Background: an optimization exercise with open tools, aiming at small area, a short achievable clock period and few clock cycles per item. Do not read the settings as production practice. In this exercise RTL edits were held to simulation tests only and were not proved equivalent to the original. Power and IR drop assume default switching activity.

==> flow/design.v <==
`timescale 1ns / 1ps
module mltp (
  input S, CLK, Clr,
  input [7:0] Binput, Qinput,
  output [7:0] A, Q,
  output reg R  
);
  wire pp0_0, pp0_1, pp0_2, pp0_3, pp0_4, pp0_5, pp0_6, pp0_7, pp1_0, pp1_1, pp1_2, pp1_3, pp1_4, pp1_5, pp1_6, pp1_7, pp2_0, pp2_1, pp2_2, pp2_3, pp2_4, pp2_5, pp2_6, pp2_7, pp3_0, pp3_1, pp3_2, pp3_3, pp3_4, pp3_5, pp3_6, pp3_7, pp4_0, pp4_1, pp4_2, pp4_3, pp4_4, pp4_5, pp4_6, pp4_7, pp5_0, pp5_1, pp5_2, pp5_3, pp5_4, pp5_5, pp5_6, pp5_7, pp6_0, pp6_1, pp6_2, pp6_3, pp6_4, pp6_5, pp6_6, pp6_7, pp7_0, pp7_1, pp7_2, pp7_3, pp7_4, pp7_5, pp7_6, pp7_7, s1, c2, s3, c4, s5, c6, s7, c8, s9, c10, s11, c12, s13, c14, s15, c16, s17, c18, s19, c20, s21, c22, s23, c24, s25, c26, s27, c28, s29, c30, s31, c32, s33, c34, s35, c36, s37, c38, s39, c40, s41, c42, s43, c44, s45, c46, s47, c48, s49, c50, s51, c52, s53, c54, s55, c56, s57, c58, s59, c60, s61, c62, s63, c64, s65, c66, s67, c68, s69, c70, s71, c72, s73, c74, s75, c76, s77, c78, s79, c80, s81, c82, s83, c84, s85, c86, s87, c88, s89, c90, s91, c92;
  assign pp0_0 = ~(Binput[0] & Qinput[0]);
  assign pp0_1 = ~(Binput[0] & Qinput[1]);
  assign pp0_2 = ~(Binput[0] & Qinput[2]);
  assign pp0_3 = ~(Binput[0] & Qinput[3]);
  assign pp0_4 = ~(Binput[0] & Qinput[4]);
  assign pp0_5 = ~(Binput[0] & Qinput[5]);
  assign pp0_6 = ~(Binput[0] & Qinput[6]);
  assign pp0_7 = ~(Binput[0] & Qinput[7]);
  assign pp1_0 = ~(Binput[1] & Qinput[0]);
  assign pp1_1 = ~(Binput[1] & Qinput[1]);
  assign pp1_2 = ~(Binput[1] & Qinput[2]);
  assign pp1_3 = ~(Binput[1] & Qinput[3]);
  assign pp1_4 = ~(Binput[1] & Qinput[4]);
  assign pp1_5 = ~(Binput[1] & Qinput[5]);
  assign pp1_6 = ~(Binput[1] & Qinput[6]);
  assign pp1_7 = ~(Binput[1] & Qinput[7]);
  assign pp2_0 = ~(Binput[2] & Qinput[0]);
  assign pp2_1 = ~(Binput[2] & Qinput[1]);
  assign pp2_2 = ~(Binput[2] & Qinput[2]);
  assign pp2_3 = ~(Binput[2] & Qinput[3]);
  assign pp2_4 = ~(Binput[2] & Qinput[4]);
  assign pp2_5 = ~(Binput[2] & Qinput[5]);
  assign pp2_6 = ~(Binput[2] & Qinput[6]);
  assign pp2_7 = ~(Binput[2] & Qinput[7]);
  assign pp3_0 = ~(Binput[3] & Qinput[0]);
  assign pp3_1 = ~(Binput[3] & Qinput[1]);
  assign pp3_2 = ~(Binput[3] & Qinput[2]);
  assign pp3_3 = ~(Binput[3] & Qinput[3]);
  assign pp3_4 = ~(Binput[3] & Qinput[4]);
  assign pp3_5 = ~(Binput[3] & Qinput[5]);
  assign pp3_6 = ~(Binput[3] & Qinput[6]);
  assign pp3_7 = ~(Binput[3] & Qinput[7]);
  assign pp4_0 = ~(Binput[4] & Qinput[0]);
  assign pp4_1 = ~(Binput[4] & Qinput[1]);
  assign pp4_2 = ~(Binput[4] & Qinput[2]);
  assign pp4_3 = ~(Binput[4] & Qinput[3]);
  assign pp4_4 = ~(Binput[4] & Qinput[4]);
  assign pp4_5 = ~(Binput[4] & Qinput[5]);
  assign pp4_6 = ~(Binput[4] & Qinput[6]);
  assign pp4_7 = ~(Binput[4] & Qinput[7]);
  assign pp5_0 = ~(Binput[5] & Qinput[0]);
  assign pp5_1 = ~(Binput[5] & Qinput[1]);
  assign pp5_2 = ~(Binput[5] & Qinput[2]);
  assign pp5_3 = ~(Binput[5] & Qinput[3]);
  assign pp5_4 = ~(Binput[5] & Qinput[4]);
  assign pp5_5 = ~(Binput[5] & Qinput[5]);
  assign pp5_6 = ~(Binput[5] & Qinput[6]);
  assign pp5_7 = ~(Binput[5] & Qinput[7]);
  assign pp6_0 = ~(Binput[6] & Qinput[0]);
  assign pp6_1 = ~(Binput[6] & Qinput[1]);
  assign pp6_2 = ~(Binput[6] & Qinput[2]);
  assign pp6_3 = ~(Binput[6] & Qinput[3]);
  assign pp6_4 = ~(Binput[6] & Qinput[4]);
  assign pp6_5 = ~(Binput[6] & Qinput[5]);
  assign pp6_6 = ~(Binput[6] & Qinput[6]);
  assign pp6_7 = ~(Binput[6] & Qinput[7]);
  assign pp7_0 = ~(Binput[7] & Qinput[0]);
  assign pp7_1 = ~(Binput[7] & Qinput[1]);
  assign pp7_2 = ~(Binput[7] & Qinput[2]);
  assign pp7_3 = ~(Binput[7] & Qinput[3]);
  assign pp7_4 = ~(Binput[7] & Qinput[4]);
  assign pp7_5 = ~(Binput[7] & Qinput[5]);
  assign pp7_6 = ~(Binput[7] & Qinput[6]);
  assign pp7_7 = ~(Binput[7] & Qinput[7]);
  mltp_xnor u_s1 (.a(pp0_6), .b(pp1_5), .y(s1));
  mltp_or u_c2 (.a(pp0_6), .b(pp1_5), .y(c2));
  mltp_fa u_s3 (.a(pp0_7), .b(pp1_6), .c(pp2_5), .s(s3), .co(c4));
  mltp_xnor u_s5 (.a(pp3_4), .b(pp4_3), .y(s5));
  mltp_or u_c6 (.a(pp3_4), .b(pp4_3), .y(c6));
  mltp_fa u_s7 (.a(pp1_7), .b(pp2_6), .c(pp3_5), .s(s7), .co(c8));
  mltp_xnor u_s9 (.a(pp4_4), .b(pp5_3), .y(s9));
  mltp_or u_c10 (.a(pp4_4), .b(pp5_3), .y(c10));
  mltp_fa u_s11 (.a(pp2_7), .b(pp3_6), .c(pp4_5), .s(s11), .co(c12));
  mltp_xnor u_s13 (.a(pp0_2), .b(pp1_1), .y(s13));
  mltp_or u_c14 (.a(pp0_2), .b(pp1_1), .y(c14));
  mltp_fa u_s15 (.a(pp0_3), .b(pp1_2), .c(pp2_1), .s(s15), .co(c16));
  mltp_xnor u_s17 (.a(pp3_0), .b(c14), .y(s17));
  mltp_or u_c18 (.a(pp3_0), .b(c14), .y(c18));
  mltp_fa u_s19 (.a(pp0_4), .b(pp1_3), .c(pp2_2), .s(s19), .co(c20));
  mltp_fa u_s21 (.a(pp3_1), .b(pp4_0), .c(c16), .s(s21), .co(c22));
  mltp_xnor u_s23 (.a(s19), .b(c18), .y(s23));
  mltp_or u_c24 (.a(s19), .b(c18), .y(c24));
  mltp_fa u_s25 (.a(pp0_5), .b(pp1_4), .c(pp2_3), .s(s25), .co(c26));
  mltp_fa u_s27 (.a(pp3_2), .b(pp4_1), .c(pp5_0), .s(s27), .co(c28));
  mltp_fa u_s29 (.a(c20), .b(s25), .c(s27), .s(s29), .co(c30));
  mltp_fa u_s31 (.a(c22), .b(c24), .c(s29), .s(s31), .co(c32));
  mltp_fa u_s33 (.a(pp2_4), .b(pp3_3), .c(pp4_2), .s(s33), .co(c34));
  mltp_fa u_s35 (.a(pp5_1), .b(pp6_0), .c(s1), .s(s35), .co(c36));
  mltp_fa u_s37 (.a(c26), .b(c28), .c(s33), .s(s37), .co(c38));
  mltp_fa u_s39 (.a(s35), .b(c30), .c(s37), .s(s39), .co(c40));
  mltp_fa u_s41 (.a(pp5_2), .b(pp6_1), .c(pp7_0), .s(s41), .co(c42));
  mltp_fa u_s43 (.a(c2), .b(s5), .c(c34), .s(s43), .co(c44));
  mltp_fa u_s45 (.a(s3), .b(s41), .c(c36), .s(s45), .co(c46));
  mltp_fa u_s47 (.a(s43), .b(c38), .c(s45), .s(s47), .co(c48));
  mltp_fa u_s49 (.a(pp6_2), .b(pp7_1), .c(c6), .s(s49), .co(c50));
  mltp_fa u_s51 (.a(s9), .b(c4), .c(c42), .s(s51), .co(c52));
  mltp_fa u_s53 (.a(s7), .b(s49), .c(c44), .s(s53), .co(c54));
  mltp_fa u_s55 (.a(s51), .b(c46), .c(s53), .s(s55), .co(c56));
  mltp_fa u_s57 (.a(pp5_4), .b(pp6_3), .c(pp7_2), .s(s57), .co(c58));
  mltp_fa u_s59 (.a(c10), .b(c8), .c(s11), .s(s59), .co(c60));
  mltp_fa u_s61 (.a(s57), .b(c50), .c(c52), .s(s61), .co(c62));
  mltp_fa u_s63 (.a(s59), .b(c54), .c(s61), .s(s63), .co(c64));
  mltp_fa u_s65 (.a(pp3_7), .b(pp4_6), .c(pp5_5), .s(s65), .co(c66));
  mltp_fa u_s67 (.a(pp6_4), .b(pp7_3), .c(c12), .s(s67), .co(c68));
  mltp_fa u_s69 (.a(c58), .b(s65), .c(s67), .s(s69), .co(c70));
  mltp_fa u_s71 (.a(c60), .b(c62), .c(s69), .s(s71), .co(c72));
  mltp_fa u_s73 (.a(pp4_7), .b(pp5_6), .c(pp6_5), .s(s73), .co(c74));
  mltp_fa u_s75 (.a(pp7_4), .b(c66), .c(s73), .s(s75), .co(c76));
  mltp_fa u_s77 (.a(c68), .b(s75), .c(c70), .s(s77), .co(c78));
  mltp_fa u_s79 (.a(pp5_7), .b(pp6_6), .c(pp7_5), .s(s79), .co(c80));
  mltp_fa u_s81 (.a(c74), .b(s79), .c(c76), .s(s81), .co(c82));
  mltp_fa u_s83 (.a(pp6_7), .b(pp7_6), .c(c80), .s(s83), .co(c84));
  mltp_xnor u_s85 (.a(pp0_1), .b(pp1_0), .y(s85));
  mltp_or u_c86 (.a(pp0_1), .b(pp1_0), .y(c86));
  mltp_fa u_s87 (.a(pp2_0), .b(c86), .c(s13), .s(s87), .co(c88));
  mltp_fa u_s89 (.a(s15), .b(s17), .c(c88), .s(s89), .co(c90));
  mltp_fa u_s91 (.a(s23), .b(s21), .c(c90), .s(s91), .co(c92));
  reg r_lo0, r_lo1, r_lo2, r_lo3, r_lo4, r5_0, r5_1, r6_0, r6_1, r7_0, r7_1, r8_0, r8_1, r9_0, r9_1, r10_0, r10_1, r11_0, r11_1, r12_0, r12_1, r13_0, r13_1, r14_0, r14_1;
  always @(posedge CLK)
    if (S) begin
      r_lo0 <= pp0_0;
      r_lo1 <= s85;
      r_lo2 <= s87;
      r_lo3 <= s89;
      r_lo4 <= s91;
      r5_0 <= s31;
      r5_1 <= c92;
      r6_0 <= c32;
      r6_1 <= s39;
      r7_0 <= c40;
      r7_1 <= s47;
      r8_0 <= c48;
      r8_1 <= s55;
      r9_0 <= c56;
      r9_1 <= s63;
      r10_0 <= c64;
      r10_1 <= s71;
      r11_0 <= s77;
      r11_1 <= c72;
      r12_0 <= s81;
      r12_1 <= c78;
      r13_0 <= s83;
      r13_1 <= c82;
      r14_0 <= pp7_7;
      r14_1 <= c84;
    end
  wire [10:0] hi_n = {1'b1, r14_0, r13_0, r12_0, r11_0, r10_0, r9_0, r8_0, r7_0, r6_0, r5_0} + {1'b1, r14_1, r13_1, r12_1, r11_1, r10_1, r9_1, r8_1, r7_1, r6_1, r5_1} + 1'b1;
  wire [10:0] hi = ~hi_n;
  assign {A, Q} = {hi, ~r_lo4, ~r_lo3, ~r_lo2, ~r_lo1, ~r_lo0};
  always @(posedge CLK or negedge Clr)
    if (~Clr) R <= 1'b0;
    else if (S) R <= 1'b1;
endmodule
module mltp_fa (input a, b, c, output s, co);
  assign s = a ^ b ^ c;
  assign co = (a & b) | (c & (a ^ b));
endmodule
module mltp_xnor (input a, b, output y);
  assign y = ~(a ^ b);
endmodule
module mltp_or (input a, b, output y);
  assign y = a | b;
endmodule
==> flow/flow/run.sh <==
#!/bin/bash
# The standard layout (standard.sh, unchanged synthesis), with two layout
# settings changed: the port buffers are plain buffers (buf_2) instead of the
# delay cells buffer_ports picks by default, and the resizer may swap a cell
# for one of another footprint (MATCH_CELL_FOOTPRINT=0), so it can size them.
# The full output of make (every ORFS step, each also logged under
# orfs/logs/) goes to make.log.
set -euo pipefail
bash standard.sh MATCH_CELL_FOOTPRINT=0 \
  "BUFFER_PORTS_ARGS=-buffer_cell sky130_fd_sc_hd__buf_2" finish > make.log 2>&1
==> flow/standard.sh <==
#!/bin/bash
# synth_recipe.tcl (not shown) runs the flow's synth.tcl, then flattens the netlist and writes it again
# the make line also repeats each setting of config.mk as NAME=value (left out here)
make -C /OpenROAD-flow-scripts/flow DESIGN_CONFIG=/design/flow/config.mk WORK_HOME=/design/flow/orfs CLKGATE_MAP_FILE= SYNTH_SCRIPT=/design/flow/synth_recipe.tcl "${@:-finish}"
==> flow/config.mk <==
export PLATFORM = sky130hd
export DESIGN_NAME = mltp
export DESIGN_NICKNAME = mltp
export VERILOG_FILES = /design/flow/design.v
export SDC_FILE = /design/flow/constraint.sdc
export NUM_CORES = 4
export LEC_CHECK = 0
export CAP_MARGIN = 20
export CORE_MARGIN = 2
export CORE_UTILIZATION = 40
export SETUP_SLACK_MARGIN = 1.3
export SLEW_MARGIN = 20
export SYNTH_HIERARCHICAL = 1
export SYNTH_MINIMUM_KEEP_SIZE = 0
==> flow/constraint.sdc <==
create_clock -name core_clock -period 5.0 [get_ports {CLK}]
set_input_delay 1.0000 -clock core_clock [delete_from_list [all_inputs] [get_ports {CLK}]]
set_output_delay 1.0000 -clock core_clock [all_outputs]
set_load 0.01 [all_outputs]
==> impl_metrics.csv, run 1 <==
group,metric,value,unit
detailed_routing,vias_per_cell,4.82,
global_routing,grt_max_degree,27,
die,core_area,5890,um^2
logic_synthesis,ys_ff_latch,26,
cts,clockRootBuffer,"clkbuf_8",
setup_path,crit_top_cell,"inv_1",
cts,cts_tree,"done",
die,initial_core_util,0.410,
setup_path,crit_chain,"inv_1 -> ha_1 -> inv_1 -> fa_1 -> a211oi_1 -> nor2_1 -> o22a_1 -> a31oi_1 -> buf_2",
die,die_area,6670,um^2
detailed_routing,ant_nets,0,
setup_path,crit_family,"compound AO/OA/AOI/OAI gates",
global_routing,grt_pass1_wl,6840,um
logic_synthesis,post_synth_num_cell_types,32,
timing,slew_headroom,0.646,
placed_design,dp.final_hpwl,3400,um
power_and_ir_drop,seqPwrFrac,0.337,
cts,postCtsSetupBuffers,0,
cts,clock-sinks,26,
timing,hold_violations,0,
logic_synthesis,postSynthCellCount,219,
setup_path,crit_path_max_fanout,3,
setup_path,cp-startpoint,"r5_1$_DFFE_PP_",
timing,rsz0062_at_grt,"no",
logic_synthesis,ys_seq_area_frac,0.322,
timing,post-route-period-util,0.636,
global_routing,globalRouteOverflowTotal,0,
finish,diodes,0,
detailed_routing,detail_route.wl_per_cell,12.8,um
detailed_routing,dr.pass1.iters,4,
finish,drive_above_1_share,0.161,
global_routing,grt_use_total,0.133,
detailed_routing,finalWirelength,4040,um
power_and_ir_drop,p_int,594,uW
finish,final_cells,317,
setup_path,rr_startpoint,"R$_DFFE_PN0P_",
die,io-pin-count,36,
setup_path,slowest_delay,420,ps
power_and_ir_drop,swShare,0.367,
global_routing,first_global_vias,1443,
setup_path,regToRegSetupSlack,4230,ps
placed_design,port_buffers,35,
setup_path,r2r-end,"R$_DFFE_PN0P_",
timing,slew_violations,0,
power_and_ir_drop,combPwrFrac,0.543,
power_and_ir_drop,clockPowerShare,0.120,
cts,clock_path_buffers,2,
setup_path,cp-start-kind,"flop",
min_path,holdCritPathClass,"flop to flop",
timing,max_freq,0.315,GHz
timing,setup_viol,0,
timing,fin_tns_setup,0,ps
power_and_ir_drop,power_switching,344,uW
cts,cts_buffers,3,
timing,worst_pin_slew,532,ps
cts,htreeDepth,1,
timing,skew,0,ps
finish,synthToLayoutAreaGrowth,10.5,%
detailed_routing,vias,1527,
detailed_routing,drt_iter0_drc,67,
logic_synthesis,yosys_warnings,7,
timing,finalCriticalPeriod,3180,ps
cts,insertion_delay,250,ps
power_and_ir_drop,leakagePower,0.00102,uW
die,rows,28,
setup_path,worst_path_max_delay_cell,"fa_1",
logic_synthesis,synth_edf_count,25,
setup_path,endpoint_kind,"primary output",
status,status,"timing/DRC/antenna clean",
cts,cts_resized,0,
logic_synthesis,syn_nets,288,
cts,clk_pin_slew,80,ps
cts,ctsHoldBuffers,0,
logic_synthesis,avgSynthCellArea,11.0,um^2
placed_design,routabilityCongestion,0.777,
setup_path,r2r_cells,1,
setup_path,critical_path_class,"flop to primary output",
setup_path,cp.arrival,2180,ps
placed_design,place_inst,313,
power_and_ir_drop,ir_drop,0.158,mV
logic_synthesis,syn-cell-area,2410,um^2
setup_path,crit_path_end,"A[7]",
flow_run,cap_violations,0,
logic_synthesis,ys.flop_type,"edfxtp_1",
setup_path,cp.depth,9,
power_and_ir_drop,cellPowerDensity,352,nW/um^2
die,die_w,81.7,um
die,die_y,81.7,um
finish,finalNetCount,312,
setup_path,crit_required,4000,ps
detailed_routing,drc,0,
setup_path,critPathBufInv,3,
timing,holdWs,471,ps
logic_synthesis,synth_async_sr_flop_share,0.0385,
global_routing,antenna_found_initial,0,
==> per-module statistics from Yosys (local to each module, per instance) <==
module | flip-flops and latches | area (um^2) | cells inside | times used
mltp_fa | 0 | 20.0 | 1 | 39
mltp_xnor | 0 | 8.76 | 1 | 7
mltp | 26 | 1530 | 166 | 1
mltp_or | 0 | 6.26 | 1 | 7
==> worst min-delay path by stage <==
stage	start	end	slack, ps	cells past startpoint
floorplan	R$_DFFE_PN0P_	R$_DFFE_PN0P_	510	1
finish	R$_DFFE_PN0P_	R$_DFFE_PN0P_	470	1
global route	Clr	R$_DFFE_PN0P_	490	1
detailed placement	R$_DFFE_PN0P_	R$_DFFE_PN0P_	460	1
global placement	R$_DFFE_PN0P_	R$_DFFE_PN0P_	450	1
CTS	R$_DFFE_PN0P_	R$_DFFE_PN0P_	480	1
==> layout by cell type, fill, tap and decap left out, types with 2 or more instances in the layout <==
| cell type | count |
|---|---|
| inv_1 | 9 |
| nand2_1 | 64 |
| xor2_1 | 3 |
| edfxtp_1 | 25 |
| ha_1 | 10 |
| o21a_1 | 2 |
| o21ai_0 | 3 |
| fa_1 | 40 |
| a21o_1 | 4 |
| xnor2_1 | 11 |
| clkbuf_8 | 3 |
| a21oi_1 | 4 |
| or2_1 | 7 |
| nor2b_1 | 2 |
| buf_2 | 35 |
| nor2_1 | 3 |
==> routing by layer <==
metal,up-vias,GRT usage,wire length (um)
li1,749,-,-
met1,735,0.198,1950
met2,41,0.209,1890
met3,2,0.0121,174
met4,0,0.0383,32
met5,-,0,0
==> stage by stage <==
step	total power, uW	cell area, um^2	utilization	setup WS, ps
detailed placement	839	2620	0.445	1640
global route	1030	2670	0.453	1680
CTS	952	2670	0.453	1790
global placement	832	2620	0.445	1680
finish	938	2670	0.453	1820
floorplan	687	2410	-	1640
==> kinds of logic after synthesis <==
group,share of synthesized area
DFF,0.322
buffers and inverters,0.0389
and+or+nand+nor,0.149
xor gates and xnor gates,0.0508
adders and majority gates,0.384
AOI/OAI and AO/OA,0.0555
==> Yosys cell counts (3+ instances only) <==
library cell  count  area, um^2
inv_1             9        33.8
a21o_1            4        30.0
fa_1             40         801
ha_1             10         125
o21ai_0           3        15.0
or2_1             7        43.8
xor2_1            3        26.3
xnor2_1          11        96.3
nor2_1            3        11.3
clkbuf_1         15        56.3
a21oi_1           4        20.0
edfxtp_1         25         751
nand2_1          64         240
==> final cells by class <==
cell class	count	area, um^2
Tap cell	75	93.8
Clock buffer	4	45.0
Timing Repair Buffer	35	175
Inverter	9	33.8
Multi-Input combinational cell	168	1540
Fill cell	566	3220
Sequential cell	26	776
==> power by group through the flow <==
stage | Sequential [uW] | Combinational, uW | Clock (uW)
finish | 316 | 510 | 112
global route | 321 | 581 | 127
CTS | 317 | 518 | 117
detailed placement | 322 | 517 | 0
global placement | 321 | 511 | 0
floorplan | 318 | 369 | 0
Testbench counts, summed over its fixed seeds: cycles 2,048, products 2,048.
==> inputs of run 2 (changes only) <==
--- a/flow/design.v
+++ b/flow/design.v
@@ -5,7 +5,7 @@
   output [7:0] A, Q,
   output reg R  
 );
-  wire pp0_0, pp0_1, pp0_2, pp0_3, pp0_4, pp0_5, pp0_6, pp0_7, pp1_0, pp1_1, pp1_2, pp1_3, pp1_4, pp1_5, pp1_6, pp1_7, pp2_0, pp2_1, pp2_2, pp2_3, pp2_4, pp2_5, pp2_6, pp2_7, pp3_0, pp3_1, pp3_2, pp3_3, pp3_4, pp3_5, pp3_6, pp3_7, pp4_0, pp4_1, pp4_2, pp4_3, pp4_4, pp4_5, pp4_6, pp4_7, pp5_0, pp5_1, pp5_2, pp5_3, pp5_4, pp5_5, pp5_6, pp5_7, pp6_0, pp6_1, pp6_2, pp6_3, pp6_4, pp6_5, pp6_6, pp6_7, pp7_0, pp7_1, pp7_2, pp7_3, pp7_4, pp7_5, pp7_6, pp7_7, s1, c2, s3, c4, s5, c6, s7, c8, s9, c10, s11, c12, s13, c14, s15, c16, s17, c18, s19, c20, s21, c22, s23, c24, s25, c26, s27, c28, s29, c30, s31, c32, s33, c34, s35, c36, s37, c38, s39, c40, s41, c42, s43, c44, s45, c46, s47, c48, s49, c50, s51, c52, s53, c54, s55, c56, s57, c58, s59, c60, s61, c62, s63, c64, s65, c66, s67, c68, s69, c70, s71, c72, s73, c74, s75, c76, s77, c78, s79, c80, s81, c82, s83, c84, s85, c86, s87, c88, s89, c90, s91, c92;
+  wire pp0_0, pp0_1, pp0_2, pp0_3, pp0_4, pp0_5, pp0_6, pp0_7, pp1_0, pp1_1, pp1_2, pp1_3, pp1_4, pp1_5, pp1_6, pp1_7, pp2_0, pp2_1, pp2_2, pp2_3, pp2_4, pp2_5, pp2_6, pp2_7, pp3_0, pp3_1, pp3_2, pp3_3, pp3_4, pp3_5, pp3_6, pp3_7, pp4_0, pp4_1, pp4_2, pp4_3, pp4_4, pp4_5, pp4_6, pp4_7, pp5_0, pp5_1, pp5_2, pp5_3, pp5_4, pp5_5, pp5_6, pp5_7, pp6_0, pp6_1, pp6_2, pp6_3, pp6_4, pp6_5, pp6_6, pp6_7, pp7_0, pp7_1, pp7_2, pp7_3, pp7_4, pp7_5, pp7_6, pp7_7, s1, c2, s3, c4, s5, c6, s7, c8, s9, c10, s11, c12, s13, c14, s15, c16, s17, c18, s19, c20, s21, c22, s23, c24, s25, c26, s27, c28, s29, c30, s31, c32, s33, c34, s35, c36, s37, c38, s39, c40, s41, c42, s43, c44, s45, c46, s47, c48, s49, c50, s51, c52, s53, c54, s55, c56, s57, c58, s59, c60, s61, c62, s63, c64, s65, c66, s67, c68, s69, c70, s71, c72, s73, c74, s75, c76, s77, c78, s79, c80, s81, c82, s83, c84, s85, c86, s87, c88, s89, c90;
   assign pp0_0 = ~(Binput[0] & Qinput[0]);
   assign pp0_1 = ~(Binput[0] & Qinput[1]);
   assign pp0_2 = ~(Binput[0] & Qinput[2]);
@@ -79,19 +79,16 @@
   mltp_xnor u_s9 (.a(pp4_4), .b(pp5_3), .y(s9));
   mltp_or u_c10 (.a(pp4_4), .b(pp5_3), .y(c10));
   mltp_fa u_s11 (.a(pp2_7), .b(pp3_6), .c(pp4_5), .s(s11), .co(c12));
-  mltp_xnor u_s13 (.a(pp0_2), .b(pp1_1), .y(s13));
-  mltp_or u_c14 (.a(pp0_2), .b(pp1_1), .y(c14));
+  mltp_fa u_s13 (.a(pp0_2), .b(pp1_1), .c(pp2_0), .s(s13), .co(c14));
   mltp_fa u_s15 (.a(pp0_3), .b(pp1_2), .c(pp2_1), .s(s15), .co(c16));
-  mltp_xnor u_s17 (.a(pp3_0), .b(c14), .y(s17));
-  mltp_or u_c18 (.a(pp3_0), .b(c14), .y(c18));
+  mltp_fa u_s17 (.a(pp3_0), .b(c14), .c(s15), .s(s17), .co(c18));
   mltp_fa u_s19 (.a(pp0_4), .b(pp1_3), .c(pp2_2), .s(s19), .co(c20));
   mltp_fa u_s21 (.a(pp3_1), .b(pp4_0), .c(c16), .s(s21), .co(c22));
-  mltp_xnor u_s23 (.a(s19), .b(c18), .y(s23));
-  mltp_or u_c24 (.a(s19), .b(c18), .y(c24));
+  mltp_fa u_s23 (.a(s19), .b(s21), .c(c18), .s(s23), .co(c24));
   mltp_fa u_s25 (.a(pp0_5), .b(pp1_4), .c(pp2_3), .s(s25), .co(c26));
   mltp_fa u_s27 (.a(pp3_2), .b(pp4_1), .c(pp5_0), .s(s27), .co(c28));
   mltp_fa u_s29 (.a(c20), .b(s25), .c(s27), .s(s29), .co(c30));
-  mltp_fa u_s31 (.a(c22), .b(c24), .c(s29), .s(s31), .co(c32));
+  mltp_fa u_s31 (.a(c22), .b(s29), .c(c24), .s(s31), .co(c32));
   mltp_fa u_s33 (.a(pp2_4), .b(pp3_3), .c(pp4_2), .s(s33), .co(c34));
   mltp_fa u_s35 (.a(pp5_1), .b(pp6_0), .c(s1), .s(s35), .co(c36));
   mltp_fa u_s37 (.a(c26), .b(c28), .c(s33), .s(s37), .co(c38));
@@ -120,21 +117,22 @@
   mltp_fa u_s83 (.a(pp6_7), .b(pp7_6), .c(c80), .s(s83), .co(c84));
   mltp_xnor u_s85 (.a(pp0_1), .b(pp1_0), .y(s85));
   mltp_or u_c86 (.a(pp0_1), .b(pp1_0), .y(c86));
-  mltp_fa u_s87 (.a(pp2_0), .b(c86), .c(s13), .s(s87), .co(c88));
-  mltp_fa u_s89 (.a(s15), .b(s17), .c(c88), .s(s89), .co(c90));
-  mltp_fa u_s91 (.a(s23), .b(s21), .c(c90), .s(s91), .co(c92));
-  reg r_lo0, r_lo1, r_lo2, r_lo3, r_lo4, r5_0, r5_1, r6_0, r6_1, r7_0, r7_1, r8_0, r8_1, r9_0, r9_1, r10_0, r10_1, r11_0, r11_1, r12_0, r12_1, r13_0, r13_1, r14_0, r14_1;
+  mltp_xnor u_s87 (.a(c86), .b(s13), .y(s87));
+  mltp_or u_c88 (.a(c86), .b(s13), .y(c88));
+  mltp_xnor u_s89 (.a(c88), .b(s17), .y(s89));
+  mltp_or u_c90 (.a(c88), .b(s17), .y(c90));
+  reg r_lo0, r_lo1, r_lo2, r_lo3, r4_0, r4_1, r5_0, r6_0, r6_1, r7_0, r7_1, r8_0, r8_1, r9_0, r9_1, r10_0, r10_1, r11_0, r11_1, r12_0, r12_1, r13_0, r13_1, r14_0, r14_1;
   always @(posedge CLK)
     if (S) begin
       r_lo0 <= pp0_0;
       r_lo1 <= s85;
       r_lo2 <= s87;
       r_lo3 <= s89;
-      r_lo4 <= s91;
+      r4_0 <= c90;
+      r4_1 <= s23;
       r5_0 <= s31;
-      r5_1 <= c92;
-      r6_0 <= c32;
-      r6_1 <= s39;
+      r6_0 <= s39;
+      r6_1 <= c32;
       r7_0 <= c40;
       r7_1 <= s47;
       r8_0 <= c48;
@@ -152,9 +150,9 @@
       r14_0 <= pp7_7;
       r14_1 <= c84;
     end
-  wire [10:0] hi_n = {1'b1, r14_0, r13_0, r12_0, r11_0, r10_0, r9_0, r8_0, r7_0, r6_0, r5_0} + {1'b1, r14_1, r13_1, r12_1, r11_1, r10_1, r9_1, r8_1, r7_1, r6_1, r5_1} + 1'b1;
-  wire [10:0] hi = ~hi_n;
-  assign {A, Q} = {hi, ~r_lo4, ~r_lo3, ~r_lo2, ~r_lo1, ~r_lo0};
+  wire [11:0] hi_n = {1'b1, r14_0, r13_0, r12_0, r11_0, r10_0, r9_0, r8_0, r7_0, r6_0, r5_0, r4_0} + {1'b1, r14_1, r13_1, r12_1, r11_1, r10_1, r9_1, r8_1, r7_1, r6_1, 1'b1, r4_1} + 1'b1;
+  wire [11:0] hi = ~hi_n;
+  assign {A, Q} = {hi, ~r_lo3, ~r_lo2, ~r_lo1, ~r_lo0};
   always @(posedge CLK or negedge Clr)
     if (~Clr) R <= 1'b0;
     else if (S) R <= 1'b1;
==> impl_metrics.csv, run 2 <==
group,metric,value,unit
logic_synthesis,synth_async_sr_flop_share,0.0385,
cts,cts_buffers,3,
logic_synthesis,yosys_warnings,7,
finish,layout_common_cells,"65 x nand2_1, 39 x fa_1, 35 x buf_2, 25 x edfxtp_1, 11 x ha_1",
setup_path,regToRegSetupSlack,4230,ps
finish,synthToLayoutAreaGrowth,10.6,%
logic_synthesis,yosys.area.top_type_share,0.325,
global_routing,grt_use_met1,0.193,
logic_synthesis,avgSynthCellArea,11.0,um^2
power_and_ir_drop,ir_drop,0.205,mV
placed_design,dp.final_hpwl,3480,um
setup_path,rr_startpoint,"R$_DFFE_PN0P_",
die,io-pin-count,36,
logic_synthesis,ys_ff_latch,26,
global_routing,first_global_vias,1521,
cts,cts_tree,"done",
finish,final_area,2660,um^2
timing,hold_violations,0,
global_routing,use_met2,0.227,
setup_path,r2r-end,"R$_DFFE_PN0P_",
cts,clk_pin_slew,80,ps
setup_path,cp.arrival,2230,ps
setup_path,crit_required,4000,ps
detailed_routing,vias,1530,
logic_synthesis,post_synth_num_cell_types,31,
die,die_w,81.5,um
timing,max_freq,0.310,GHz
timing,slew_headroom,0.652,
die,die_area,6650,um^2
timing,fin_tns_setup,0,ps
finish,diodes,0,
global_routing,grt_pass1_wl,7040,um
setup_path,cp-start-kind,"flop",
logic_synthesis,synthTopCellsByArea,"fa_1 32%, edfxtp_1 31%, nand2_1 10%, ha_1 5.7%, xnor2_1 3.6%",
cts,clockRootBuffer,"clkbuf_8",
global_routing,antenna_found_initial,0,
setup_path,crit_path_end,"A[4]",
setup_path,crit_path_max_fanout,4,
cts,ctsHoldBuffers,0,
global_routing,grt_max_degree,27,
setup_path,critical_path_class,"flop to primary output",
setup_path,endpoint_kind,"primary output",
logic_synthesis,syn-cell-area,2400,um^2
timing,rsz0062_at_grt,"no",
logic_synthesis,synth_top_area_cell,"fa_1",
timing,setup_viol,0,
placed_design,routabilityCongestion,0.811,
global_routing,globalRouteOverflowTotal,0,
timing,finalCriticalPeriod,3230,ps
cts,htreeDepth,1,
power_and_ir_drop,cellPowerDensity,370,nW/um^2
die,die_y,81.5,um
setup_path,r2r_cells,1,
detailed_routing,finalWirelength,4120,um
detailed_routing,vias_per_cell,4.84,
min_path,holdCritPathClass,"flop to flop",
global_routing,top_usage_layer,"met2",
cts,postCtsSetupBuffers,0,
power_and_ir_drop,p_total,984,uW
logic_synthesis,ys.flop_type,"edfxtp_1",
logic_synthesis,yosysMostFrequentCell,"nand2_1",
flow_run,cap_violations,0,
logic_synthesis,postSynthCellCount,218,
die,rows,28,
cts,insertion_delay,260,ps
die,initial_core_util,0.411,
status,status,"timing/DRC/antenna clean",
detailed_routing,drt_iter0_drc,38,
timing,slew_violations,0,
detailed_routing,dr.pass1.iters,6,
setup_path,cp-startpoint,"r6_0$_DFFE_PP_",
timing,skew,0,ps
finish,final_common_cell,"nand2_1",
cts,cts_resized,0,
timing,post-route-period-util,0.645,
die,core_area,5850,um^2
timing,worst_pin_slew,521,ps
placed_design,port_buffers,35,
logic_synthesis,syn_nets,287,
logic_synthesis,synthTopCellsByCount,"65 x nand2_1, 39 x fa_1, 25 x edfxtp_1, 16 x clkbuf_1, 11 x ha_1",
cts,clock-sinks,26,
placed_design,post_dp_cell_area,2610,um^2
detailed_routing,detail_route.wl_per_cell,13.0,um
detailed_routing,drc,0,
logic_synthesis,synth_edf_count,25,
finish,drive_above_1_share,0.174,
detailed_routing,ant_nets,0,
logic_synthesis,ys_seq_area_frac,0.323,
global_routing,grt_use_total,0.138,
global_routing,grtUsageMet3,0.0110,
finish,finalNetCount,311,
cts,clock_path_buffers,2,
power_and_ir_drop,leakagePower,0.00101,uW
[run 2: cell families after synthesis]
| family | Yosys count | share of synthesized area |
|---|---|---|
| flops | 26 | 0.323 |
| compound gates | 21 | 0.0593 |
| simple gates | 84 | 0.149 |
| xor+xnor | 14 | 0.0510 |
| fa+ha+maj | 50 | 0.382 |
| buf+inv | 23 | 0.0359 |
[run 2: per-module statistics from Yosys, one instance, submodules excluded]
module     cell area [um^2]  flip-flops and latches  cells
mltp                   1530                      26    167
mltp_fa                20.0                       0      1
mltp_or                6.26                       0      1
mltp_xnor              8.76                       0      1
[run 2: where the power goes]
group	internal, uW	switching, uW	leakage, uW
Clock	56.8	56.2	0.0000228
Combinational	259	296	0.000737
Sequential	303	13.4	0.000256
Total	618	366	0.00101
[run 2: final cells by class]
cell class              count  area, um^2
inverters                   7        26.3
well taps                  75        93.8
fillers                   554        3190
repair buffers             35         175
multi-input cells         169        1540
clock buffers               4        45.0
flip-flops and latches     26         776
[run 2: critical path, stage by stage, from the launching register on]
cell and delay (ps):
edfxtp_1 370, ha_1 360, nor2b_4 150, o31a_1 260, or2_1 230, a221o_1 330
xnor2_1 130, buf_2 140
[run 2: routing by layer]
metal	wire length, um	vias up
met5	0	-
met4	35	0
met3	152	2
met2	1960	30
met1	1970	746
li1	-	752
[run 2: worst min-delay path by stage]
stage	start	endpoint	slack [ps]	depth (start not counted)
2_1_floorplan	R$_DFFE_PN0P_	R$_DFFE_PN0P_	510	1
3_3_place_gp	R$_DFFE_PN0P_	R$_DFFE_PN0P_	450	1
3_5_place_dp	R$_DFFE_PN0P_	R$_DFFE_PN0P_	450	1
4_1_cts	R$_DFFE_PN0P_	R$_DFFE_PN0P_	470	1
5_1_grt	Clr	R$_DFFE_PN0P_	490	1
6_report	R$_DFFE_PN0P_	R$_DFFE_PN0P_	470	1
[run 2: through the flow]
stage	hold slack (ps)	instances	util	setup slack, ps
after floorplan	512	218	-	1640
after detailed placement	454	312	0.447	1640
after global routing	487	316	0.454	1640
final	469	316	0.454	1770
after global placement	449	312	0.447	1650
after CTS	473	316	0.454	1740
Testbench counts of run 2, summed over its fixed seeds: cycles 2,048, products 2,048.

## afterwards: timing with drivers on the ports
Ports are ideal in the flow. The routed layouts listed here were re-timed in OpenROAD. Step 1 assumes that a clkbuf_16 drives the clock port and a buf_2 every other input. Step 2 times the ports against the registers' clock, not the clock port: input delays grow and output delays shrink by t, the midpoint of the rising clock arrivals with the driver on. Three values: ideal, step 1, step 2; two values: the first two.
| run | t (ns) | setup slack, ns | worst register clock-pin slew, ns |
|---|---|---|---|
| run 1 | 0.279 | 1.821 / 1.797 / 1.642 | 0.08 / 0.08 |
| run 2 | 0.282 | 1.773 / 1.748 / 1.650 | 0.08 / 0.08 |
After both steps every run listed still meets setup and hold. The setup slack of run 1, which loses most, moves by -0.024 ns with the drivers and by -0.179 ns with both steps.
